Source: an optimization exercise on an open RTL-to-GDS flow (aim: small area, a short achievable clock period and few clock cycles per item). Production flows keep margins and buffers that such runs may drop. In this exercise RTL edits were held to simulation tests only and were not proved equivalent to the original. The flow treats the clock pin as an ideal source. Dropping or thinning the clock tree relies on that and would not hold on a real chip. Power and IR drop assume default switching activity.

==> lagoon <==
==> flow/design.v <==
module RIM(
    input clk,rst_n,in_valid,
    input [7:0] maze,
    output reg out_valid,
    output reg [2:0] out_row,out_col
);
localparam CUT = 7;
reg  [62:8] a;
wire [63:8] R = {1'b1, a};
wire [71:8] B;    
reg  [2:0] cnt;
reg        calc;
reg        m_prev;
assign B[71:64] = 8'd0;
genvar r, c;
generate
    for (r = 1; r <= 7; r = r + 1) begin : g_r
        for (c = 0; c <= 7; c = c + 1) begin : g_c
            if (r == 7 && c == 7) begin : g_t
                assign B[63] = 1'b1;
            end else if (r + c == CUT - 1) begin : g_u
                assign B[r*8+c] = R[r*8+c] & (((r == 7) ? 1'b0 : R[(r+1)*8+c]) | ((c == 7) ? 1'b0 : R[r*8+c+1]));
            end else if (c == 7) begin : g_e
                assign B[r*8+c] = R[r*8+c] & B[(r+1)*8+c];
            end else begin : g_i
                assign B[r*8+c] = R[r*8+c] & (B[(r+1)*8+c] | B[r*8+c+1]);
            end
        end
    end
endgenerate
wire busy = calc | out_valid;
wire shift = ~busy | m_prev;
integer i;
always @(posedge clk) begin
    for (i = 8; i < 56; i = i + 1)
        a[i] <= shift ? R[i+8] : B[i];
    for (i = 56; i < 63; i = i + 1)
        a[i] <= ~busy ? maze[i-56] : (m_prev | B[i]);
end
wire at_start = (out_row == 3'd0) && (out_col == 3'd0);
wire at_end   = (out_row == 3'd7) && (out_col == 3'd7);
wire [7:0] below = m_prev ? R[23:16] : R[15:8];
wire down_w = (out_row != 3'd7) && below[out_col];
wire down = at_start ? B[8] : down_w;
always @(posedge clk) begin
    m_prev <= out_valid & ~at_end & down;
end
always @(posedge clk or negedge rst_n) begin
    if (!rst_n) begin
        cnt <= 3'd0;
        calc <= 1'b0;
        out_valid <= 1'b0;
        out_row <= 3'd0;
        out_col <= 3'd0;
    end else begin
        if (in_valid)
            cnt <= cnt + 3'd1;
        calc <= in_valid && cnt == 3'd7;
        if (calc)
            out_valid <= 1'b1;
        else if (out_valid) begin
            if (at_end) begin
                out_valid <= 1'b0;
                out_row <= 3'd0;
                out_col <= 3'd0;
            end else if (at_start) begin
                out_row <= {2'b00, B[8]};
                out_col <= {2'b00, ~B[8]};
            end else if (down_w)
                out_row <= out_row + 3'd1;
            else
                out_col <= out_col + 3'd1;
        end
    end
end
endmodule
==> flow/flow/run.sh <==
#!/bin/bash
# Standard ORFS layout (the standard.sh, standard synthesis unchanged),
# with the extra make settings listed in flow/args.txt (one per line).
set -euo pipefail
mapfile -t ARGS < <(grep -v '^#' flow/args.txt | grep -v '^$')
bash standard.sh "${ARGS[@]}" finish > standard_flow.log 2>&1
==> flow/flow/args.txt <==
SETUP_SLACK_MARGIN=5.7
CTS_CLUSTER_SIZE=40
CTS_CLUSTER_DIAMETER=100
BUFFER_PORTS_ARGS=-buffer_cell sky130_fd_sc_hd__buf_1
==> flow/standard.sh <==
#!/bin/bash
# synth_recipe.tcl (not shown) runs the flow's synth.tcl, then flattens the netlist and writes it again
# the make line also repeats each setting of config.mk as NAME=value (left out here)
make -C /OpenROAD-flow-scripts/flow DESIGN_CONFIG=/design/flow/config.mk WORK_HOME=/design/flow/orfs CLKGATE_MAP_FILE= SYNTH_SCRIPT=/design/flow/synth_recipe.tcl "${@:-finish}"
==> flow/config.mk <==
export PLATFORM = sky130hd
export DESIGN_NAME = RIM
export DESIGN_NICKNAME = RIM
export VERILOG_FILES = /design/flow/design.v
export SDC_FILE = /design/flow/constraint.sdc
export NUM_CORES = 4
export LEC_CHECK = 0
export ABC_CLOCK_PERIOD_IN_PS = 2500
export CAP_MARGIN = 20
export CORE_MARGIN = 2
export CORE_UTILIZATION = 40
export SLEW_MARGIN = 20
==> flow/constraint.sdc <==
create_clock -name core_clock -period 8.0 [get_ports {clk}]
set_input_delay 1.6000 -clock core_clock [delete_from_list [all_inputs] [get_ports {clk}]]
set_output_delay 1.6000 -clock core_clock [all_outputs]
set_load 0.01 [all_outputs]
==> inputs of delta, as changes to lagoon <==
--- a/flow/design.v
+++ b/flow/design.v
@@ -35,40 +35,29 @@
     for (i = 8; i < 56; i = i + 1)
         a[i] <= shift ? R[i+8] : B[i];
     for (i = 56; i < 63; i = i + 1)
-        a[i] <= ~busy ? maze[i-56] : (m_prev | B[i]);
+        a[i] <= ~busy ? maze[i-56] : (~m_prev & B[i]);
 end
-wire at_start = (out_row == 3'd0) && (out_col == 3'd0);
 wire at_end   = (out_row == 3'd7) && (out_col == 3'd7);
-wire [7:0] below = m_prev ? R[23:16] : R[15:8];
-wire down_w = (out_row != 3'd7) && below[out_col];
-wire down = at_start ? B[8] : down_w;
+wire [7:0] below = m_prev ? R[23:16] : {R[15:9], B[8]};
+wire down = below[out_col];
 always @(posedge clk) begin
-    m_prev <= out_valid & ~at_end & down;
+    m_prev <= out_valid & down;
+end
+always @(posedge clk) begin
+    cnt <= in_valid ? cnt + 3'd1 : 3'd0;
+    calc <= in_valid && cnt == 3'd7;
 end
 always @(posedge clk or negedge rst_n) begin
     if (!rst_n) begin
-        cnt <= 3'd0;
-        calc <= 1'b0;
         out_valid <= 1'b0;
         out_row <= 3'd0;
         out_col <= 3'd0;
     end else begin
-        if (in_valid)
-            cnt <= cnt + 3'd1;
-        calc <= in_valid && cnt == 3'd7;
-        if (calc)
-            out_valid <= 1'b1;
-        else if (out_valid) begin
-            if (at_end) begin
-                out_valid <= 1'b0;
-                out_row <= 3'd0;
-                out_col <= 3'd0;
-            end else if (at_start) begin
-                out_row <= {2'b00, B[8]};
-                out_col <= {2'b00, ~B[8]};
-            end else if (down_w)
+        out_valid <= calc | (out_valid & ~at_end);
+        if (out_valid) begin
+            if (down)
                 out_row <= out_row + 3'd1;
-            else
+            if (~down | at_end)
                 out_col <= out_col + 3'd1;
         end
     end
==> flow/flow/run.sh (replaced) <==
#!/bin/bash
# Standard ORFS layout (the standard.sh, standard synthesis unchanged),
# with the extra make settings listed in flow/args.txt (one per line), and
# the clock tree replaced by flow/oneclk.tcl (run as the PRE_CTS hook).
set -euo pipefail
mapfile -t ARGS < <(grep -v '^#' flow/args.txt | grep -v '^$')
bash standard.sh "${ARGS[@]}" PRE_CTS_TCL=$PWD/flow/oneclk.tcl finish > standard_flow.log 2>&1
==> flow/flow/args.txt (replaced) <==
SETUP_SLACK_MARGIN=5.5
BUFFER_PORTS_ARGS=-buffer_cell sky130_fd_sc_hd__buf_1
==> flow/flow/oneclk.tcl (new file) <==
# PRE_CTS hook: replace the clock tree by a few clock buffers, each driving an
# equal share of the clock sinks (split by x position) from the centre of its
# share, so the clock reaches every register through exactly one buffer.
# TritonCTS is then skipped: clock_tree_synthesis becomes a no-op.
set clkbuf_cell sky130_fd_sc_hd__clkbuf_16
set sinks_per_buf 21
set db [ord::get_db]
set block [ord::get_db_block]
set m [$db findMaster $clkbuf_cell]
set clk [$block findNet clk]
set sinks {}
foreach it [$clk getITerms] {
  set bb [[$it getInst] getBBox]
  lappend sinks [list [expr {([$bb xMin]+[$bb xMax])/2}] [expr {([$bb yMin]+[$bb yMax])/2}] $it]
}
set sinks [lsort -integer -index 0 $sinks]
set ns [llength $sinks]
set nb [expr {($ns + $sinks_per_buf - 1) / $sinks_per_buf}]
puts "oneclk: $ns clock sinks, $nb buffers ($clkbuf_cell)"
for {set g 0} {$g < $nb} {incr g} {
  set lo [expr {$g*$ns/$nb}]
  set hi [expr {($g+1)*$ns/$nb - 1}]
  set nn [odb::dbNet_create $block clknet_root_$g]
  $nn setSigType CLOCK
  set inst [odb::dbInst_create $block $m clkbuf_root_$g]
  set xs 0; set ys 0; set n 0
  foreach s [lrange $sinks $lo $hi] {
    lassign $s x y it
    incr xs $x; incr ys $y; incr n
    $it disconnect
    $it connect $nn
  }
  $inst setLocation [expr {$xs/$n}] [expr {$ys/$n}]
  $inst setPlacementStatus PLACED
  foreach it [$inst getITerms] {
    set mt [[$it getMTerm] getName]
    if {$mt == "A"} {$it connect $clk}
    if {$mt == "X"} {$it connect $nn}
  }
}
detailed_placement
rename clock_tree_synthesis {}
proc clock_tree_synthesis {args} { puts "clock_tree_synthesis skipped: clock buffers placed by oneclk.tcl" }
--- a/flow/config.mk
+++ b/flow/config.mk
@@ -5,7 +5,7 @@
 export SDC_FILE = /design/flow/constraint.sdc
 export NUM_CORES = 4
 export LEC_CHECK = 0
-export ABC_CLOCK_PERIOD_IN_PS = 2500
+export ABC_AREA = 1
 export CAP_MARGIN = 20
 export CORE_MARGIN = 2
 export CORE_UTILIZATION = 40
==> inputs of raven, as changes to lagoon <==
--- a/flow/design.v
+++ b/flow/design.v
@@ -35,15 +35,13 @@
     for (i = 8; i < 56; i = i + 1)
         a[i] <= shift ? R[i+8] : B[i];
     for (i = 56; i < 63; i = i + 1)
-        a[i] <= ~busy ? maze[i-56] : (m_prev | B[i]);
+        a[i] <= ~busy ? maze[i-56] : (~m_prev & B[i]);
 end
-wire at_start = (out_row == 3'd0) && (out_col == 3'd0);
 wire at_end   = (out_row == 3'd7) && (out_col == 3'd7);
-wire [7:0] below = m_prev ? R[23:16] : R[15:8];
-wire down_w = (out_row != 3'd7) && below[out_col];
-wire down = at_start ? B[8] : down_w;
+wire [7:0] below = m_prev ? R[23:16] : {R[15:9], B[8]};
+wire down = below[out_col];
 always @(posedge clk) begin
-    m_prev <= out_valid & ~at_end & down;
+    m_prev <= out_valid & down;
 end
 always @(posedge clk or negedge rst_n) begin
     if (!rst_n) begin
@@ -53,22 +51,13 @@
         out_row <= 3'd0;
         out_col <= 3'd0;
     end else begin
-        if (in_valid)
-            cnt <= cnt + 3'd1;
+        cnt <= in_valid ? cnt + 3'd1 : 3'd0;
         calc <= in_valid && cnt == 3'd7;
-        if (calc)
-            out_valid <= 1'b1;
-        else if (out_valid) begin
-            if (at_end) begin
-                out_valid <= 1'b0;
-                out_row <= 3'd0;
-                out_col <= 3'd0;
-            end else if (at_start) begin
-                out_row <= {2'b00, B[8]};
-                out_col <= {2'b00, ~B[8]};
-            end else if (down_w)
+        out_valid <= calc | (out_valid & ~at_end);
+        if (out_valid) begin
+            if (down)
                 out_row <= out_row + 3'd1;
-            else
+            if (~down | at_end)
                 out_col <= out_col + 3'd1;
         end
     end
==> flow/flow/run.sh (replaced) <==
#!/bin/bash
# Standard ORFS layout (the standard.sh, standard synthesis unchanged),
# with the extra make settings listed in flow/args.txt (one per line), and
# the clock tree replaced by flow/oneclk.tcl (run as the PRE_CTS hook).
set -euo pipefail
mapfile -t ARGS < <(grep -v '^#' flow/args.txt | grep -v '^$')
bash standard.sh "${ARGS[@]}" PRE_CTS_TCL=$PWD/flow/oneclk.tcl finish > standard_flow.log 2>&1
==> flow/flow/args.txt (replaced) <==
SETUP_SLACK_MARGIN=5.7
BUFFER_PORTS_ARGS=-buffer_cell sky130_fd_sc_hd__buf_1
==> flow/flow/oneclk.tcl (new file) <==
# PRE_CTS hook: replace the clock tree by a few clock buffers, each driving an
# equal share of the clock sinks (split by x position) from the centre of its
# share, so the clock reaches every register through exactly one buffer.
# TritonCTS is then skipped: clock_tree_synthesis becomes a no-op.
set clkbuf_cell sky130_fd_sc_hd__clkbuf_16
set sinks_per_buf 21
set db [ord::get_db]
set block [ord::get_db_block]
set m [$db findMaster $clkbuf_cell]
set clk [$block findNet clk]
set sinks {}
foreach it [$clk getITerms] {
  set bb [[$it getInst] getBBox]
  lappend sinks [list [expr {([$bb xMin]+[$bb xMax])/2}] [expr {([$bb yMin]+[$bb yMax])/2}] $it]
}
set sinks [lsort -integer -index 0 $sinks]
set ns [llength $sinks]
set nb [expr {($ns + $sinks_per_buf - 1) / $sinks_per_buf}]
puts "oneclk: $ns clock sinks, $nb buffers ($clkbuf_cell)"
for {set g 0} {$g < $nb} {incr g} {
  set lo [expr {$g*$ns/$nb}]
  set hi [expr {($g+1)*$ns/$nb - 1}]
  set nn [odb::dbNet_create $block clknet_root_$g]
  $nn setSigType CLOCK
  set inst [odb::dbInst_create $block $m clkbuf_root_$g]
  set xs 0; set ys 0; set n 0
  foreach s [lrange $sinks $lo $hi] {
    lassign $s x y it
    incr xs $x; incr ys $y; incr n
    $it disconnect
    $it connect $nn
  }
  $inst setLocation [expr {$xs/$n}] [expr {$ys/$n}]
  $inst setPlacementStatus PLACED
  foreach it [$inst getITerms] {
    set mt [[$it getMTerm] getName]
    if {$mt == "A"} {$it connect $clk}
    if {$mt == "X"} {$it connect $nn}
  }
}
detailed_placement
source [file join [file dirname [info script]] split.tcl]
rename clock_tree_synthesis {}
proc clock_tree_synthesis {args} { puts "clock_tree_synthesis skipped: clock buffers placed by oneclk.tcl" }
==> flow/flow/split.tcl (new file) <==
# Isolate each output port's register from its internal loads: the register
# then drives only the port's output buffer and one buffer that drives
# everything else, so the path to the port sees a light load.
set split_cell sky130_fd_sc_hd__buf_2
set block [ord::get_db_block]
foreach bterm [$block getBTerms] {
  if {[$bterm getIoType] != "OUTPUT"} continue
  set pnet [$bterm getNet]
  set obuf ""
  foreach it [$pnet getITerms] { if {[$it isOutputSignal]} { set obuf [$it getInst] } }
  if {$obuf == ""} continue
  set qnet ""
  foreach it [$obuf getITerms] { if {[$it isInputSignal]} { set qnet [$it getNet] } }
  if {$qnet == ""} continue
  set loads {}
  foreach it [$qnet getITerms] {
    if {[$it isInputSignal] && [[$it getInst] getName] != [$obuf getName]} {
      lappend loads [get_pins "[[$it getInst] getName]/[[$it getMTerm] getName]"]
    }
  }
  if {[llength $loads] > 0} {
    puts "split: [$bterm getName] net [$qnet getName]: [llength $loads] internal loads"
    insert_buffer -buffer_cell $split_cell -net [get_nets [$qnet getName]] -load_pins $loads
  }
}
detailed_placement
--- a/flow/config.mk
+++ b/flow/config.mk
@@ -5,7 +5,7 @@
 export SDC_FILE = /design/flow/constraint.sdc
 export NUM_CORES = 4
 export LEC_CHECK = 0
-export ABC_CLOCK_PERIOD_IN_PS = 2500
+export ABC_AREA = 1
 export CAP_MARGIN = 20
 export CORE_MARGIN = 2
 export CORE_UTILIZATION = 40
==> qor summary <==
Internal portion of total power: raven 0.580 mW; lagoon 0.799 mW; delta 0.571 mW
Final-layout fill cell count: raven 605; lagoon 626; delta 628
Arrival time at the worst endpoint: raven 0.68 ns; lagoon 0.88 ns; delta 0.84 ns
Net Count, Synth: raven 314; lagoon 311; delta 314
Tightest Pin Transition: raven 0.592 ns; lagoon 0.601 ns; delta 0.517 ns
Status: raven finished clean; lagoon finished clean; delta finished clean
Final wirelength: raven 3.94 mm; lagoon 5.03 mm; delta 3.95 mm
Hold-critical path depth: raven 1; lagoon 2; delta 1
Met3 Routed Length: raven 104 um; lagoon 228 um; delta 118 um
Setup skew after layout: raven 0.0125 ns; lagoon 0.00979 ns; delta 0.00610 ns
Syn Area/Cell: raven 8.19 sq um; lagoon 9.07 sq um; delta 8.12 sq um
Ys async rst share: raven 18.0%; lagoon 18.0%; delta 11.5%
Post-placement cell count: raven 381; lagoon 375; delta 381
Average wire per standard cell: raven 10.1 um; lagoon 12.5 um; delta 10.3 um
Post-synthesis instance total: raven 297; lagoon 292; delta 297
Launch instance of the worst min-delay path: raven cnt[0]; lagoon a[25]; delta cnt[0]
Post-detail-place hpwl: raven 2.74 mm; lagoon 3.23 mm; delta 2.80 mm
Power in the clock group: raven 0.140 mW; lagoon 0.265 mW; delta 0.145 mW
RR Endpoint: raven a[14]; lagoon out_col[1]; delta a[53]
Vias in the first global route: raven 1646; lagoon 1853; delta 1629
Global-route track usage on met1: raven 17.4%; lagoon 19.6%; delta 16.5%
Multi-input combinational cell count: raven 207; lagoon 210; delta 207
Synthesized-area fraction occupied by adder cells: raven 3.09%; lagoon 3.78%; delta 3.11%
Leakage power: raven 1.38 nW; lagoon 1.25 nW; delta 1.30 nW
Period Utilization, post-route: raven 28.5%; lagoon 31.0%; delta 30.5%
Share of the core filled with cells: raven 45.7%; lagoon 48.1%; delta 44.6%
Testbench counts of lagoon, summed over its fixed seeds: cycles 11,040, mazes 480.
Testbench counts of delta, summed over its fixed seeds: cycles 11,040, mazes 480.
Testbench counts of raven, summed over its fixed seeds: cycles 11,040, mazes 480.
The clock cells of delta and raven come from the design's own scripts or RTL, not from TritonCTS.

-- afterwards: timing with drivers on the ports --
How much do the figures lean on ideal ports? The routed layouts below were timed once more, with nothing changed but the port constraints. Step 1 assumes that a clkbuf_16 drives the clock port and a buf_2 every other input. Step 2 also shifts input and output timing later by t, the mid clock arrival at the registers, as if the neighbouring blocks saw the same clock. Three values: no drivers, after step 1, after step 2; two values: the first two.
| run | t, ns | setup slack, ns | worst hold slack (ns) | worst setup path after step 2 |
|---|---|---|---|---|
| lagoon | 0.357 | 5.524 / 5.495 / 5.715 | 0.436 / 0.436 / 0.436 | input to register |
| delta | 0.207 | 5.563 / 5.503 / 5.691 | 0.422 / 0.422 / 0.422 | register to register |
| raven | 0.203 | 5.717 / 5.658 / 5.861 | 0.443 / 0.443 / 0.443 | register to output |
After both steps every run listed still meets setup and hold.
